Source: an optimization exercise on an open RTL-to-GDS flow (aim: small area and a short achievable clock period). Production flows keep margins and buffers that such runs may drop.
RTL that was checked went through simulation tests only; none was proved equivalent to the original.
No functional check of the RTL was part of runs 3 and 4.

==> flow/run.sh <==
#!/bin/bash
# Own flow: the standard ORFS flow (standard.sh) with three changes.
#  - Yosys's adder extraction (extract_fa + sky130 fa/ha map) is off, so ABC
#    maps the arithmetic itself (much shorter paths through the divider).
#  - repair_timing works to a larger setup margin, so that the resizer also
#    improves paths that already meet the 23 ns clock; the SDC is unchanged.
#  - CTS builds the tree without dummy loads.
MARGIN=$(cat flow/margin.txt 2>/dev/null || echo 16)
export ADDER_MAP_FILE=
export CTS_ARGS="-sink_clustering_enable -repair_clock_nets -dont_use_dummy_load"
sed -e "s/SETUP_SLACK_MARGIN=[-0-9.]*/SETUP_SLACK_MARGIN=$MARGIN/" standard.sh > flow_standard.sh
bash flow_standard.sh synth > synth.log 2>&1 || exit 1
bash flow_standard.sh finish > layout.log 2>&1 || exit 1
==> flow/margin.txt <==
16
==> standard.sh <==
#!/bin/bash
# synth_recipe.tcl (not shown) runs the flow's synth.tcl, then flattens the netlist and writes it again
# the make line also repeats each setting of config.mk as NAME=value (left out here)
make -C /OpenROAD-flow-scripts/flow DESIGN_CONFIG=/design/flow/config.mk WORK_HOME=/design/flow/orfs CLKGATE_MAP_FILE= SYNTH_SCRIPT=/design/flow/synth_recipe.tcl "${@:-finish}"
==> config.mk <==
export PLATFORM = sky130hd
export DESIGN_NAME = procesadorVonNeumann
export DESIGN_NICKNAME = procesadorVonNeumann
export VERILOG_FILES = /design/flow/design.v
export SDC_FILE = /design/flow/constraint.sdc
export NUM_CORES = 4
export LEC_CHECK = 0
export CAP_MARGIN = 20
export CORE_MARGIN = 2
export CORE_UTILIZATION = 55
export PLACE_DENSITY = 0.7
export SETUP_SLACK_MARGIN = 1.0
export SLEW_MARGIN = 20
==> constraint.sdc <==
create_clock -name core_clock -period 23.0 [get_ports {clk}]
set_input_delay 4.6000 -clock core_clock [delete_from_list [all_inputs] [get_ports {clk}]]
set_output_delay 4.6000 -clock core_clock [all_outputs]
set_load 0.01 [all_outputs]
==> design.v <==
module procesadorVonNeumann(
	input wire clk,
	input wire reset,
	input wire wr,
	input wire [5:0] direccion,
	input wire [11:0] datoEntrante,
	output wire [11:0] datoSaliente
);
localparam NOP   = 4'd0,  LOAD = 4'd1,  STORE = 4'd2,  ADD = 4'd3;
localparam SUB   = 4'd4,  MUL  = 4'd5,  DIV   = 4'd6,  AND = 4'd7;
localparam OR    = 4'd8,  XOR  = 4'd9,  NOT   = 4'd10, JMP = 4'd11;
localparam INC   = 4'd12, DEC  = 4'd13, SHL   = 4'd14, SHR = 4'd15;
reg [11:0] acumulador;
reg [3:0]  registroInstruccion;
reg [5:0]  contador;
reg [5:0]  direccionOperando;
reg [11:0] operando1;      
reg [14:0] operando3;       
reg [14:0] operando5;       
reg [14:0] operando7;       
reg [11:0] memoria [0:63];
assign datoSaliente = acumulador;
wire [11:0] palabraPC = memoria[contador];
wire [5:0]  oaNext    = palabraPC[5:0];
wire [11:0] rdOA      = memoria[oaNext];
wire [11:0] cociente;
function [15:0] subw(input [14:0] x, input [14:0] k);
	reg [14:0] p, g, pp, gg;
	integer i, j;
	begin
		p = x ^ ~k;
		g = x & ~k;
		gg = g; pp = p;
		gg[0] = g[0] | p[0];
		for (i = 0; i < 4; i = i + 1)
			for (j = 14; j >= (1 << i); j = j - 1) begin
				gg[j] = gg[j] | (pp[j] & gg[j - (1 << i)]);
				pp[j] = pp[j] & pp[j - (1 << i)];
			end
		subw[15] = gg[14];
		subw[0]  = ~p[0];
		for (i = 1; i < 15; i = i + 1) subw[i] = p[i] ^ gg[i-1];
	end
endfunction
wire [14:0] dx0 = {12'd0, acumulador[11:9]};
wire [15:0] dd0_1 = subw(dx0, 15'(operando1));
wire [15:0] dd0_2 = subw(dx0, 15'({operando1, 1'd0}));
wire [15:0] dd0_3 = subw(dx0, 15'(operando3));
wire [15:0] dd0_4 = subw(dx0, 15'({operando1, 2'd0}));
wire [15:0] dd0_5 = subw(dx0, 15'(operando5));
wire [15:0] dd0_6 = subw(dx0, 15'({operando3, 1'd0}));
wire [15:0] dd0_7 = subw(dx0, 15'(operando7));
wire ds0_1 = dd0_1[15] & ~dd0_2[15];
wire ds0_2 = dd0_2[15] & ~dd0_3[15];
wire ds0_3 = dd0_3[15] & ~dd0_4[15];
wire ds0_4 = dd0_4[15] & ~dd0_5[15];
wire ds0_5 = dd0_5[15] & ~dd0_6[15];
wire ds0_6 = dd0_6[15] & ~dd0_7[15];
wire ds0_7 = dd0_7[15];
assign cociente[9] = ds0_1 | ds0_3 | ds0_5 | ds0_7;
assign cociente[10] = ds0_2 | ds0_3 | ds0_6 | ds0_7;
assign cociente[11] = ds0_4 | ds0_5 | ds0_6 | ds0_7;
wire [11:0] dr0 = ({12{ds0_1}} & dd0_1[11:0]) |
	({12{ds0_2}} & dd0_2[11:0]) |
	({12{ds0_3}} & dd0_3[11:0]) |
	({12{ds0_4}} & dd0_4[11:0]) |
	({12{ds0_5}} & dd0_5[11:0]) |
	({12{ds0_6}} & dd0_6[11:0]) |
	({12{ds0_7}} & dd0_7[11:0]) |
	({12{~dd0_1[15]}} & dx0[11:0]);
wire [14:0] dx1 = {9'd0, dr0[2:0], acumulador[8:6]};
wire [15:0] dd1_1 = subw(dx1, 15'(operando1));
wire [15:0] dd1_2 = subw(dx1, 15'({operando1, 1'd0}));
wire [15:0] dd1_3 = subw(dx1, 15'(operando3));
wire [15:0] dd1_4 = subw(dx1, 15'({operando1, 2'd0}));
wire [15:0] dd1_5 = subw(dx1, 15'(operando5));
wire [15:0] dd1_6 = subw(dx1, 15'({operando3, 1'd0}));
wire [15:0] dd1_7 = subw(dx1, 15'(operando7));
wire ds1_1 = dd1_1[15] & ~dd1_2[15];
wire ds1_2 = dd1_2[15] & ~dd1_3[15];
wire ds1_3 = dd1_3[15] & ~dd1_4[15];
wire ds1_4 = dd1_4[15] & ~dd1_5[15];
wire ds1_5 = dd1_5[15] & ~dd1_6[15];
wire ds1_6 = dd1_6[15] & ~dd1_7[15];
wire ds1_7 = dd1_7[15];
assign cociente[6] = ds1_1 | ds1_3 | ds1_5 | ds1_7;
assign cociente[7] = ds1_2 | ds1_3 | ds1_6 | ds1_7;
assign cociente[8] = ds1_4 | ds1_5 | ds1_6 | ds1_7;
wire [11:0] dr1 = ({12{ds1_1}} & dd1_1[11:0]) |
	({12{ds1_2}} & dd1_2[11:0]) |
	({12{ds1_3}} & dd1_3[11:0]) |
	({12{ds1_4}} & dd1_4[11:0]) |
	({12{ds1_5}} & dd1_5[11:0]) |
	({12{ds1_6}} & dd1_6[11:0]) |
	({12{ds1_7}} & dd1_7[11:0]) |
	({12{~dd1_1[15]}} & dx1[11:0]);
wire [14:0] dx2 = {6'd0, dr1[5:0], acumulador[5:3]};
wire [15:0] dd2_1 = subw(dx2, 15'(operando1));
wire [15:0] dd2_2 = subw(dx2, 15'({operando1, 1'd0}));
wire [15:0] dd2_3 = subw(dx2, 15'(operando3));
wire [15:0] dd2_4 = subw(dx2, 15'({operando1, 2'd0}));
wire [15:0] dd2_5 = subw(dx2, 15'(operando5));
wire [15:0] dd2_6 = subw(dx2, 15'({operando3, 1'd0}));
wire [15:0] dd2_7 = subw(dx2, 15'(operando7));
wire ds2_1 = dd2_1[15] & ~dd2_2[15];
wire ds2_2 = dd2_2[15] & ~dd2_3[15];
wire ds2_3 = dd2_3[15] & ~dd2_4[15];
wire ds2_4 = dd2_4[15] & ~dd2_5[15];
wire ds2_5 = dd2_5[15] & ~dd2_6[15];
wire ds2_6 = dd2_6[15] & ~dd2_7[15];
wire ds2_7 = dd2_7[15];
assign cociente[3] = ds2_1 | ds2_3 | ds2_5 | ds2_7;
assign cociente[4] = ds2_2 | ds2_3 | ds2_6 | ds2_7;
assign cociente[5] = ds2_4 | ds2_5 | ds2_6 | ds2_7;
wire [11:0] dr2 = ({12{ds2_1}} & dd2_1[11:0]) |
	({12{ds2_2}} & dd2_2[11:0]) |
	({12{ds2_3}} & dd2_3[11:0]) |
	({12{ds2_4}} & dd2_4[11:0]) |
	({12{ds2_5}} & dd2_5[11:0]) |
	({12{ds2_6}} & dd2_6[11:0]) |
	({12{ds2_7}} & dd2_7[11:0]) |
	({12{~dd2_1[15]}} & dx2[11:0]);
wire [14:0] dx3 = {3'd0, dr2[8:0], acumulador[2:0]};
wire [15:0] dd3_1 = subw(dx3, 15'(operando1));
wire [15:0] dd3_2 = subw(dx3, 15'({operando1, 1'd0}));
wire [15:0] dd3_3 = subw(dx3, 15'(operando3));
wire [15:0] dd3_4 = subw(dx3, 15'({operando1, 2'd0}));
wire [15:0] dd3_5 = subw(dx3, 15'(operando5));
wire [15:0] dd3_6 = subw(dx3, 15'({operando3, 1'd0}));
wire [15:0] dd3_7 = subw(dx3, 15'(operando7));
wire ds3_1 = dd3_1[15] & ~dd3_2[15];
wire ds3_2 = dd3_2[15] & ~dd3_3[15];
wire ds3_3 = dd3_3[15] & ~dd3_4[15];
wire ds3_4 = dd3_4[15] & ~dd3_5[15];
wire ds3_5 = dd3_5[15] & ~dd3_6[15];
wire ds3_6 = dd3_6[15] & ~dd3_7[15];
wire ds3_7 = dd3_7[15];
assign cociente[0] = ds3_1 | ds3_3 | ds3_5 | ds3_7;
assign cociente[1] = ds3_2 | ds3_3 | ds3_6 | ds3_7;
assign cociente[2] = ds3_4 | ds3_5 | ds3_6 | ds3_7;
reg [11:0] resultado;
always @* begin
	case (registroInstruccion)
		LOAD:    resultado = operando1;
		ADD:     resultado = acumulador + operando1;
		SUB:     resultado = acumulador - operando1;
		MUL:     resultado = acumulador * operando1;
		DIV:     resultado = cociente;
		AND:     resultado = acumulador & operando1;
		OR:      resultado = acumulador | operando1;
		XOR:     resultado = acumulador ^ operando1;
		NOT:     resultado = {4'hF, ~operando1[7:0]};
		INC:     resultado = operando1 + 12'd1;
		DEC:     resultado = operando1 - 12'd1;
		SHL:     resultado = {operando1[10:0], 1'b0};
		SHR:     resultado = {1'b0, operando1[11:1]};
		default: resultado = acumulador;    
	endcase
end
wire esStore = (registroInstruccion == STORE);
wire esJmp   = (registroInstruccion == JMP);
wire fwd     = esStore & (direccionOperando == oaNext);
wire [11:0] opNext = fwd ? acumulador : rdOA;
wire portHit = (direccion == direccionOperando);
wire [11:0] opNew = wr ? datoEntrante : opNext;
wire [14:0] mNext3 = 15'd3 * opNew;
wire [14:0] mNext5 = 15'd5 * opNew;
wire [14:0] mNext7 = 15'd7 * opNew;
always @(posedge clk or posedge reset) begin
	if (reset) begin
		acumulador          <= 12'd0;
		registroInstruccion <= NOP;
		contador            <= 6'd0;
	end else if (!wr) begin
		acumulador          <= resultado;
		registroInstruccion <= palabraPC[11:8];
		contador            <= esJmp ? operando1[5:0] : contador + 6'd1;
	end
end
always @(posedge clk) begin
	if (!reset) begin
		if (wr) memoria[direccion] <= datoEntrante;
		else if (esStore) memoria[direccionOperando] <= acumulador;
		if (!wr) direccionOperando <= oaNext;
		if (!wr || portHit) begin
			operando1 <= opNew;
			operando3 <= mNext3;
			operando5 <= mNext5;
			operando7 <= mNext7;
		end
	end
end
endmodule
==> flow_summary.toml, run 1 <==
[critical_path]
cp_common_cell = "buf_6"
critPathSlowestCell = "a2111oi_0"
worst_setup_path_start_kind = "flip-flop"
worstReg2RegStart = "operando5[1]"
r2r_setup_slack_ns = 14.97
arrival_ns = 8.56
critPathMaxStageDelay_ns = 0.73
r2r.worst_path.cells = 32
cp.buffers_inverters = 8
reg2reg_to = "acumulador[0]"
endpoint_kind = "flip-flop"
worstPathRequired_ns = 23.54
criticalPathCategory = "flip-flop to flip-flop"
crit_fanout = 44
cpLargestDelayFamily = "compound AO/OA/AOI/OAI gates"

[floorplan]
die-height_um = 306
die_w_um = 306
io_pins = 33
die_area_um2 = 93700
start_util_pct = 55.7
core_area_um2 = 90100
rows = 110

[synthesis]
ys_ff_latch = 847
synth_ff_type = "edfxtp_1"
synth_area_um2 = 50200
synth_area_per_cell_um2 = 13.5
synth_warnings = 1
syn-num-nets = 3744
syn_inst = 3723
seq_area_frac_synth_pct = 50.5
async_flop_share_pct = 2.60
yosysUniqueCellTypes = 111
synth_edf_count = 825

[sta]
min_period_ns = 8.03
slew_headroom_pct = 27.6
tightest_slew_ns = 1.09
fin_setup_tns_ns = 0
max_freq_mhz = 125
rsz0062_at_grt = "yes"
slew_viol_final = 0
fin_skew_ns = 0.0695
hold_viol = 0
fin_crit_sh_pct = 34.9
setup_viol = 0

[clock_network]
cts-buffers-inserted = 87
cts_htree_levels = 3
clock_sinks = 847
root_buffer = "clkbuf_16"
clkLatencyLatePin_ns = 0.67
cts_tree = "done"
clk_pin_slew_ns = 0.06
clk_path_buf_depth = 3

[worst_hold_path]
min_path_type = "flip-flop to flip-flop"
hold_depth = 1
worstHoldEndpoint = "contador[3]"
min-delay-start = "contador[3]"

[global_routing]
grt_pass1_wl_um = 247000
grt_pass1_vias = 36600
grt_start_max_net_pins = 65
grt_usage_pct = 35.9
grt_overflow = 0
antenna_found_initial = 5

[layout]
instances_no_fill = 5251
final_cell_mix = "edfxtp_1, mux4_2, buf_4"
syn_to_final_growth_pct = 23.1
fill_cells = 5771
fin_nets = 4096
drive_gt1_share_pct = 37.4
mostFrequentLayoutCell = "edfxtp_1"

[route]
wl_per_cell_um = 32.7
drt_iter0_drc = 6050
finalWirelength_um = 172000
ant_nets = 0
dr.pass1.iters = 6
drcViolationCount = 0
num_vias = 38200
routed_via_density = 7.27

[place]
hpwlAfterDp_um = 93500
gp_congestion = 0.963
port-buffer-count = 32
dp.cells = 4720

[run_status]
outcome = "complete, no violations"

[run]
cap_violations = 0
-- metrics by stage --
step	utilization [%]	area [µm²]	setup WS [ns]	hold WS [ns]
floorplan	-	51100	15.43	0.482
global placement	58.0	52300	11.82	0.524
detailed placement	58.0	52300	11.72	0.534
CTS	66.6	60000	15.49	0.547
global route	68.5	61800	14.91	0.569
finish	68.5	61800	14.97	0.551
-- routing by layer --
metal,track usage [%],vias up,routed length (µm)
met5,0,-,20
met4,20.0,4,12700
met3,8.00,783,20900
met2,56.4,3048,79200
met1,46.6,18900,59000
li1,-,15400,-
-- kinds of logic after synthesis --
family | count (synthesis) | synth area share, %
AO/OA/AOI/OAI | 746 | 10.7
XOR/XNOR | 348 | 6.07
adder cells (fa/ha/maj) | 109 | 2.21
buffers and inverters | 363 | 3.03
flip-flops | 847 | 50.5
multiplexers | 495 | 20.0
AND/OR/NAND/NOR | 815 | 7.52
-- how the worst max path moves through the flow --
stage / end / start / depth (start not counted)
final: acumulador[0] / operando5[1] / 32
after CTS: acumulador[0] / operando7[0] / 29
after floorplan: operando5[11] / wr / 15
after detailed placement: operando7[13] / contador[0] / 29
after global placement: operando7[13] / contador[0] / 29
after global routing: acumulador[1] / operando7[0] / 33
-- flip-flops by register name, indices dropped and copies added, names as in the netlist --
| signal | cells |
|---|---|
| contador | 6 |
| memoria | 768 |
| operando3 | 12 |
| registroInstruccion | 4 |
| direccionOperando | 6 |
| operando1 | 10 |
| operando5 | 14 |
| acumulador | 12 |
| operando7 | 15 |
-- worst reg2reg max path: cells and delay by family, from the launching register on --
kind            cells  cell delay (ns)
fa+ha+maj           2             0.81
flops               1             0.40
buf+inv             8             1.34
compound gates     17             4.45
simple gates        5             0.91
-- Yosys cell counts, drive strengths merged, types with 59 or more instances --
master / number / area [µm²]
a21oi: 153 / 781
a211oi: 93 / 738
edfxtp: 825 / 24800
clkbuf: 169 / 634
buf: 131 / 652
xor2: 92 / 806
xnor2: 256 / 2240
o21ai: 155 / 783
maj3: 109 / 1110
mux4: 401 / 9030
nand2: 292 / 1100
nor2: 233 / 880
mux2i: 59 / 591
-- what timing repair did --
item	4_1_cts	5_1_grt
gates resized for setup	373	145
endpoints found under the setup margin	826	496
buffers inserted	289	114
cloned	35	3
pin swaps	198	109
hold buffers	0	0
-- layout make-up --
class                      count  area (µm²)  share of cell area, %
timing repair buffer         549        6340                   10.3
clock buffer                  87        2180                   3.52
antenna                        2        5.00                0.00810
tap                         1176        1470                   2.38
multi-input combinational   2527       26200                   42.4
sequential                   847       25300                   41.0
inverter                      63         282                  0.456
==> inputs of run 2 (changes only) <==
--- a/config.mk
+++ b/config.mk
@@ -9,4 +9,4 @@
 export CORE_MARGIN = 2
-export CORE_UTILIZATION = 55
-export PLACE_DENSITY = 0.7
+export CORE_UTILIZATION = 40
+export PLACE_DENSITY = 0.6
 export SETUP_SLACK_MARGIN = 1.0
==> flow_summary.toml, run 2 <==
[layout]
multi_input_area_um2 = 26300
ff_latch_area_um2 = 25300
final_cell_mix = "edfxtp_1, mux4_2, buf_4"
largest-register = "memoria"
mostFrequentLayoutCell = "edfxtp_1"
syn_to_final_growth_pct = 25.3
drive_gt1_share_pct = 38.2
fill_cells = 10100
largest_register_ffs = 768
instances_no_fill = 5750
final_util_pct = 50.6
reg.largest.list = "memoria (768), operando7 (15), operando5 (14)"
fin_nets = 4134

[clock_network]
clk_pin_slew_ns = 0.06
clk_path_buf_depth = 3
cts-buffers-inserted = 88
cts_tree = "done"
clock_sinks = 847
root_buffer = "clkbuf_16"
clkLatencyLatePin_ns = 0.66
cts_htree_levels = 3

[sta]
fin_crit_sh_pct = 34.1
holdWs_ns = 0.548
rsz0062_at_grt = "yes"
hold_viol = 0
setup_viol = 0
setup_ws_ns = 15.15
fin_skew_ns = 0.0458
slew_headroom_pct = 22.0
max_freq_mhz = 127
fin_setup_tns_ns = 0
tightest_slew_ns = 1.16
slew_viol_final = 0
min_period_ns = 7.85

[critical_path]
crit_fanout = 9
cp.buffers_inverters = 8
worst_setup_path_start_kind = "flip-flop"
critPathMaxStageDelay_ns = 0.46
criticalPathCategory = "flip-flop to flip-flop"
endpoint_kind = "flip-flop"
cp_common_cell = "buf_4"
critPathSlowestCell = "o211ai_1"
r2r_setup_slack_ns = 15.15
worstPathRequired_ns = 23.56
cpLargestDelayFamily = "simple AND/OR/NAND/NOR gates"
arrival_ns = 8.41

[synthesis]
synth_edf_count = 825
synth_ff_type = "edfxtp_1"
synth_area_per_cell_um2 = 13.5
synth_area_um2 = 50200
async_flop_share_pct = 2.60
syn-num-nets = 3744
synth_warnings = 1
synth.most_common_cell = "edfxtp_1"
ys_top_cells_by_count = "edfxtp_1, mux4_2, nand2_1"
ys_ff_latch = 847
yosys.area.top_type = "edfxtp_1"
seq_area_frac_synth_pct = 50.5
syn_inst = 3723
ys_top_cells_by_area = "edfxtp_1, mux4_2, xnor2_1, nand2_1, maj3_1"
yosysUniqueCellTypes = 111
synth_top_area_share_pct = 49.4

[floorplan]
start_util_pct = 40.4
die_w_um = 358
die_area_um2 = 128000
rows = 129
io_pins = 33
core_area_um2 = 124000
die-height_um = 358

[place]
port-buffer-count = 32
dp.cells = 5183
place_ws_ns = 12.32
gp_congestion = 0.933
hpwlAfterDp_um = 95100

[route]
ant_nets = 0
num_vias = 37300
routed_via_density = 6.49
dr.pass1.iters = 8
finalWirelength_um = 174000
drt_iter0_drc = 4771
drcViolationCount = 0
wl_per_cell_um = 30.2

[run_status]
outcome = "complete, no violations"

[global_routing]
grt_usage_pct = 26.1
grt_overflow = 0
grt_pass1_wl_um = 244000
grt_pass1_vias = 35500
antenna_found_initial = 6
grt_start_max_net_pins = 65

[run]
cap_violations = 0

[worst_hold_path]
min_path_type = "flip-flop to flip-flop"
run 2: worst paths after layout:
check | to | start | cells after the start
setup / recovery | acumulador[0] | operando1[9] | 33
hold / removal | contador[3] | contador[3] | 1
setup reg to reg | acumulador[0] | operando1[9] | 33
hold reg to reg | contador[3] | contador[3] | 1
max in group asynchronous | contador[0] | reset | 3
min in group asynchronous | acumulador[8] | reset | 3
run 2: cell families (layout without fill, tap and decap cells):
logic type	after synthesis	count (layout)	synth area share, %
adder cells (fa/ha/maj)	109	109	2.21
buffers and inverters	363	737	3.03
AND/OR/NAND/NOR	815	820	7.52
flip-flops	847	847	50.5
AO/OA/AOI/OAI	746	747	10.7
XOR/XNOR	348	348	6.07
other	0	2	0
multiplexers	495	503	20.0
run 2: repair_timing:
action,4_1_cts,5_1_grt
hold buffers,0,0
endpoints found under the setup margin,829,401
gates resized for setup,387,188
cloned,40,10
buffers inserted,279,147
endpoints found under the hold margin,0,0
pin swaps,169,175
run 2: stage by stage:
| stage | cell area [µm²] |
|---|---|
| 2_1_floorplan | 51100 |
| 3_3_place_gp | 52900 |
| 3_5_place_dp | 52900 |
| 4_1_cts | 60300 |
| 5_1_grt | 62800 |
| 6_report | 62800 |
run 2: layout make-up:
type / count / area share, %
timing repair buffer: 586 / 10.6
inverter: 63 / 0.426
multi-input combinational: 2527 / 41.9
clock buffer: 88 / 3.50
antenna: 2 / 0.00796
tap: 1637 / 3.26
sequential: 847 / 40.3
run 2: metal layers:
layer	GRT usage, %	vias to the layer above	part of all wire (%)
met5	0	-	0.0040
met1	34.0	18900	37
met3	5.15	552	10
li1	-	15500	-
met4	12.0	2	5.6
met2	42.1	2340	47
==> inputs of run 3 (changes only) <==
--- a/design.v
+++ b/design.v
@@ -22,5 +22,16 @@
 assign datoSaliente = acumulador;
-wire [11:0] palabraPC = memoria[contador];
-wire [5:0]  oaNext    = palabraPC[5:0];
-wire [11:0] rdOA      = memoria[oaNext];
+reg  [11:0] palabraPC;      
+reg  [11:0] rdOA;           
+wire [5:0]  oaNext = palabraPC[5:0];
+integer ri;
+always @* begin
+	palabraPC = 12'd0;
+	for (ri = 0; ri < 64; ri = ri + 1)
+		palabraPC = palabraPC | ({12{contador == ri}} & memoria[ri]);
+end
+always @* begin
+	rdOA = 12'd0;
+	for (ri = 0; ri < 64; ri = ri + 1)
+		rdOA = rdOA | ({12{oaNext == ri}} & memoria[ri]);
+end
 wire [11:0] cociente;
--- a/config.mk
+++ b/config.mk
@@ -13 +13,2 @@
 export SLEW_MARGIN = 20
+export TNS_END_PERCENT = 1
==> flow_summary.toml, run 3 <==
[synthesis]
yosysUniqueCellTypes = 135
synth_edf_count = 825
ys_ff_latch = 847
synth_ff_type = "edfxtp_1"
syn_inst = 4594
yosys.area.top_type = "edfxtp_1"
synth_warnings = 1
ys_top_cells_by_count = "edfxtp_1, nand3_1, a22oi_1"
synth_area_per_cell_um2 = 10.7
synth_top_area_share_pct = 50.3
async_flop_share_pct = 2.60
syn-num-nets = 4615
ys_top_cells_by_area = "edfxtp_1, xnor2_1, a22oi_1, nand3_1, nand4_1"
seq_area_frac_synth_pct = 51.4
synth_area_um2 = 49300
synth.most_common_cell = "edfxtp_1"

[floorplan]
core_area_um2 = 122000
io_pins = 33
rows = 128
die_w_um = 355
die_area_um2 = 126000
start_util_pct = 40.4
die-height_um = 355

[sta]
fin_skew_ns = 0.0764
fin_setup_tns_ns = 0
slew_headroom_pct = 14.4
rsz0062_at_grt = "yes"
min_period_ns = 8.36
setup_viol = 0
slew_viol_final = 0
hold_viol = 0
fin_crit_sh_pct = 36.4
max_freq_mhz = 120
tightest_slew_ns = 1.28

[critical_path]
worstReg2RegStart = "contador[4]"
arrival_ns = 8.83
endpoint_kind = "flip-flop"
cp_common_cell = "buf_12"
crit_fanout = 39
critPathMaxStageDelay_ns = 0.55
worst_setup_path_start_kind = "flip-flop"
worstPathRequired_ns = 23.46
r2r_setup_slack_ns = 14.64
critPathSlowestCell = "or4_4"
timing.critical_path.from = "contador[4]"
criticalPathCategory = "flip-flop to flip-flop"

[clock_network]
cts_tree = "done"
cts_hold_buf = 0
cts_htree_levels = 3
clk_pin_slew_ns = 0.06
clk_path_buf_depth = 3
root_buffer = "clkbuf_16"
clkLatencyLatePin_ns = 0.73
clock_sinks = 847
cts-buffers-inserted = 93

[route]
wl_per_cell_um = 50.9
finalWirelength_um = 341000
num_vias = 51700
drcViolationCount = 0
ant_nets = 0
drt_iter0_drc = 10600
routed_via_density = 7.71
dr.pass1.iters = 9

[worst_hold_path]
min_path_type = "flip-flop to flip-flop"
min-delay-start = "memoria[6][9]"

[layout]
mostFrequentLayoutCell = "edfxtp_1"
reg.largest.list = "memoria (768), operando7 (15), operando5 (14)"
drive_gt1_share_pct = 27.5
stdcell_area_um2 = 62700
largest_register_ffs = 768
fin_nets = 5067
final_cell_mix = "edfxtp_1, buf_4, nand3_1"
multi_input_area_um2 = 25500
largest-register = "memoria"
syn_to_final_growth_pct = 27.3
ff_latch_area_um2 = 25300
fill_cells = 10700

[global_routing]
grt_pass1_vias = 45600
grt_usage_pct = 52.2
antenna_found_initial = 19
grt_overflow = 0
grt_start_max_net_pins = 65
grt_pass1_wl_um = 437000

[place]
hpwlAfterDp_um = 230000
gp_congestion = 1.10
port-buffer-count = 32
place_area_um2 = 53000

[run_status]
outcome = "complete, no violations"

[run]
cap_violations = 0
-- run 3: cell types whose count changed in the layout (fill, tap and decap cells not counted), moves of 32 or more --
cell,previous run,this run
mux4_2,403,2
nand3_1,39,376
a22oi_1,5,274
nand4_1,14,178
buf_4,361,510
a22o_1,3,107
a221oi_1,9,90
and3_1,8,72
and2_4,6,42
xor2_1,92,56
a211oi_1,57,23
nor3_1,32,64
-- run 3: final timing paths --
path / end / depth (start not counted)
worst max register to register: operando7[11] / 35
min in group asynchronous: acumulador[1] / 3
worst max-delay path: operando7[11] / 35
worst min register to register: registroInstruccion[1] / 4
worst min-delay path: registroInstruccion[1] / 4
max in group asynchronous: acumulador[11] / 3
-- run 3: final cells by class --
| class | count | area share (%) |
|---|---|---|
| inverter | 88 | 0.598 |
| multi-input combinational | 3300 | 40.7 |
| antenna | 33 | 0.132 |
| clock buffer | 93 | 3.71 |
| timing repair buffer | 716 | 11.3 |
| sequential | 847 | 40.4 |
| tap | 1625 | 3.24 |
-- run 3: through the flow --
step	worst slack, ns	utilization [%]	hold slack, ns	cells
6_report	14.64	51.4	0.738	6702
5_1_grt	14.61	51.3	0.785	6672
4_1_cts	15.04	49.8	0.745	6547
3_5_place_dp	12.40	43.4	0.729	6140
3_3_place_gp	12.23	43.3	0.744	6132
2_1_floorplan	15.16	-	0.624	4594
-- run 3: cell families after synthesis --
| kind of cell | synth area share [%] |
|---|---|
| xor gates and xnor gates | 5.60 |
| adders and majority gates | 2.28 |
| buffers and inverters | 3.95 |
| DFF | 51.4 |
| AOI/OAI and AO/OA | 18.7 |
| muxes | 0.736 |
| and+or+nand+nor | 17.3 |
-- run 3: metal layers --
| metal | part of all wire (%) | track usage (%) |
|---|---|---|
| met5 | 0.074 | 0.642 |
| met4 | 8.4 | 33.4 |
| met3 | 17 | 27.5 |
| met2 | 37 | 67.7 |
| met1 | 37 | 66.8 |
-- run 3: worst max-delay path: cells and delay by family, from the launching register on --
family          cells  cell delay [ns]
flops               1             0.44
fa+ha+maj           1             0.34
buf+inv             9             1.39
compound gates     11             2.55
simple gates       12             3.10
mux                 1             0.14
xor+xnor            1             0.13
-- run 3: repair_timing --
item | 4_1_cts | 5_1_grt
pin swaps | 176 | 98
gates cloned | 18 | 5
buffers inserted | 296 | 116
gates resized for setup | 581 | 170
endpoints found under the setup margin | 826 | 795
==> inputs of run 4 (changes only) <==
==> flow/margin.txt (replaced) <==
14
==> flow_summary.toml, run 4 <==
[run_status]
outcome = "complete, no violations"

[worst_hold_path]
min_path_type = "flip-flop to flip-flop"
worstHoldEndpoint = "contador[5]"
min-delay-start = "contador[5]"
hold_depth = 1

[sta]
fin_skew_ns = 0.134
min_period_ns = 8.96
fin_crit_sh_pct = 39.0
hold_viol = 0
setup_viol = 0
fin_setup_tns_ns = 0
max_freq_mhz = 112
rsz0062_at_grt = "yes"
tightest_slew_ns = 1.33
slew_headroom_pct = 11.3
slew_viol_final = 0

[critical_path]
worstReg2RegStart = "contador[5]"
cp.buffers_inverters = 6
cpLargestDelayFamily = "simple AND/OR/NAND/NOR gates"
critPathMaxStageDelay_ns = 0.67
cp_num_cells = 32
arrival_ns = 9.45
r2r.worst_path.cells = 32
reg2reg_to = "operando5[14]"
worst_setup_path_start_kind = "flip-flop"
criticalPathCategory = "flip-flop to flip-flop"
worstPathRequired_ns = 23.49
critPathSlowestCell = "or4_4"
r2r_setup_slack_ns = 14.04
crit_fanout = 34
endpoint_kind = "flip-flop"

[route]
drt_iter0_drc = 10400
ant_nets = 0
finalWirelength_um = 326000
routed_via_density = 7.72
dr.pass1.iters = 7
num_vias = 48900
drcViolationCount = 0
wl_per_cell_um = 51.4

[synthesis]
yosysUniqueCellTypes = 135
ys_top_cells_by_count = "edfxtp_1, nand3_1, a22oi_1"
synth.most_common_cell = "edfxtp_1"
synth_edf_count = 825
synth_area_um2 = 49300
ys_top_cells_by_area = "edfxtp_1, xnor2_1, a22oi_1, nand3_1, nand4_1"
seq_area_frac_synth_pct = 51.4
synth_area_per_cell_um2 = 10.7
async_flop_share_pct = 2.60
synth_warnings = 1
ys_ff_latch = 847
syn_inst = 4594
synth_top_area_share_pct = 50.3
synth_ff_type = "edfxtp_1"
syn-num-nets = 4615
yosys.area.top_type = "edfxtp_1"

[floorplan]
core_area_um2 = 122000
io_pins = 33
die_area_um2 = 126000
die_w_um = 355
rows = 128
start_util_pct = 40.4
die-height_um = 355

[global_routing]
grt_pass1_vias = 43300
antenna_found_initial = 30
grt_usage_pct = 50.2
grt_overflow = 0
grt_start_max_net_pins = 65
grt_pass1_wl_um = 420000

[layout]
fill_cells = 11300
drive_gt1_share_pct = 17.8
largest-register = "memoria"
largest_register_ffs = 768
final_util_pct = 46.7
fin_nets = 4704
final_cell_mix = "edfxtp_1, nand3_1, buf_4"
reg.largest.list = "memoria (768), operando7 (15), operando5 (14)"
stdcell_area_um2 = 57000
syn_to_final_growth_pct = 15.6
mostFrequentLayoutCell = "edfxtp_1"

[clock_network]
cts-buffers-inserted = 95
cts_tree = "done"
clkLatencyLatePin_ns = 0.77
clk_path_buf_depth = 3
cts_htree_levels = 3
clock_sinks = 847
root_buffer = "clkbuf_16"
clk_pin_slew_ns = 0.06

[run]
cap_violations = 0

[place]
port-buffer-count = 32
gp_congestion = 1.12
place_area_um2 = 52800
hpwlAfterDp_um = 228000
-- run 4: cells by family after synthesis --
group / synth area share (%)
AOI/OAI and AO/OA: 18.7
and+or+nand+nor: 17.3
DFF: 51.4
muxes: 0.736
buffers and inverters: 3.95
adders and majority gates: 2.28
xor gates and xnor gates: 5.60
-- run 4: timing repair --
action	in CTS	in global routing
hold endpoints to repair	0	0
cloned	1	1
endpoints found under the setup margin	24	13
hold buffers	0	0
gates resized for setup	121	116
pin swaps	11	21
buffers inserted	28	46
-- run 4: stage by stage --
step / worst slack (ns) / cells / hold WS [ns]
finish: 14.04 / 6337 / 0.603
global route: 14.00 / 6308 / 0.645
CTS: 13.96 / 6249 / 0.657
detailed placement: 12.18 / 6125 / 0.588
global placement: 12.19 / 6122 / 0.564
floorplan: 13.47 / 4594 / 0.624
-- run 4: cell type report --
| type | count | area (µm²) | area share (%) |
|---|---|---|---|
| sequential | 847 | 25300 | 44.5 |
| timing repair buffer | 356 | 3040 | 5.33 |
| multi-input combinational | 3295 | 23800 | 41.7 |
| tap | 1625 | 2030 | 3.57 |
| clock buffer | 95 | 2380 | 4.17 |
| antenna | 31 | 77.6 | 0.136 |
| inverter | 88 | 333 | 0.584 |
-- run 4: worst max-delay path by stage --
stage,start,endpoint,slack (ns)
2_1_floorplan,wr,memoria[0][0],13.47
3_3_place_gp,contador[0],operando7[12],12.19
3_5_place_dp,contador[0],operando7[12],12.18
4_1_cts,contador[5],operando7[12],13.96
5_1_grt,operando3[11],acumulador[1],14.00
6_report,contador[5],operando5[14],14.04
-- run 4: routing by layer --
metal	track usage, %	routed length [µm]
met3	22.9	52800
met1	64.3	118000
met4	34.3	28200
met5	0.642	254
met2	66.8	126000

==> re-timing with driven ports <==
No port has a modelled driver above. Below, the same layouts with a new extraction and two added sets of constraints.
Step 1 assumes that a clkbuf_16 drives the clock port and a buf_2 every other input.
Step 2 also shifts input and output timing later by t, the mid clock arrival at the registers, as if the neighbouring blocks saw the same clock.
Three values: ideal ports, drivers, drivers and shift; two values: the first two.
run | t (ns) | setup slack, ns | hold slack, ns
run 1 | 0.698 | 14.974 / 14.974 / 14.803 | 0.551 / 0.551 / 0.551
run 2 | 0.706 | 15.149 / 15.149 / 14.994 | 0.548 / 0.548 / 0.548
run 3 | 0.768 | 14.637 / 14.637 / 14.072 | 0.738 / 0.738 / 0.738
run 4 | 0.783 | 14.040 / 14.040 / 13.621 | 0.603 / 0.603 / 0.603
After both steps setup and hold are still met in every run listed. For run 3, which loses most, drivers alone change the setup slack by 0.000 ns; drivers and shift together by -0.565 ns.
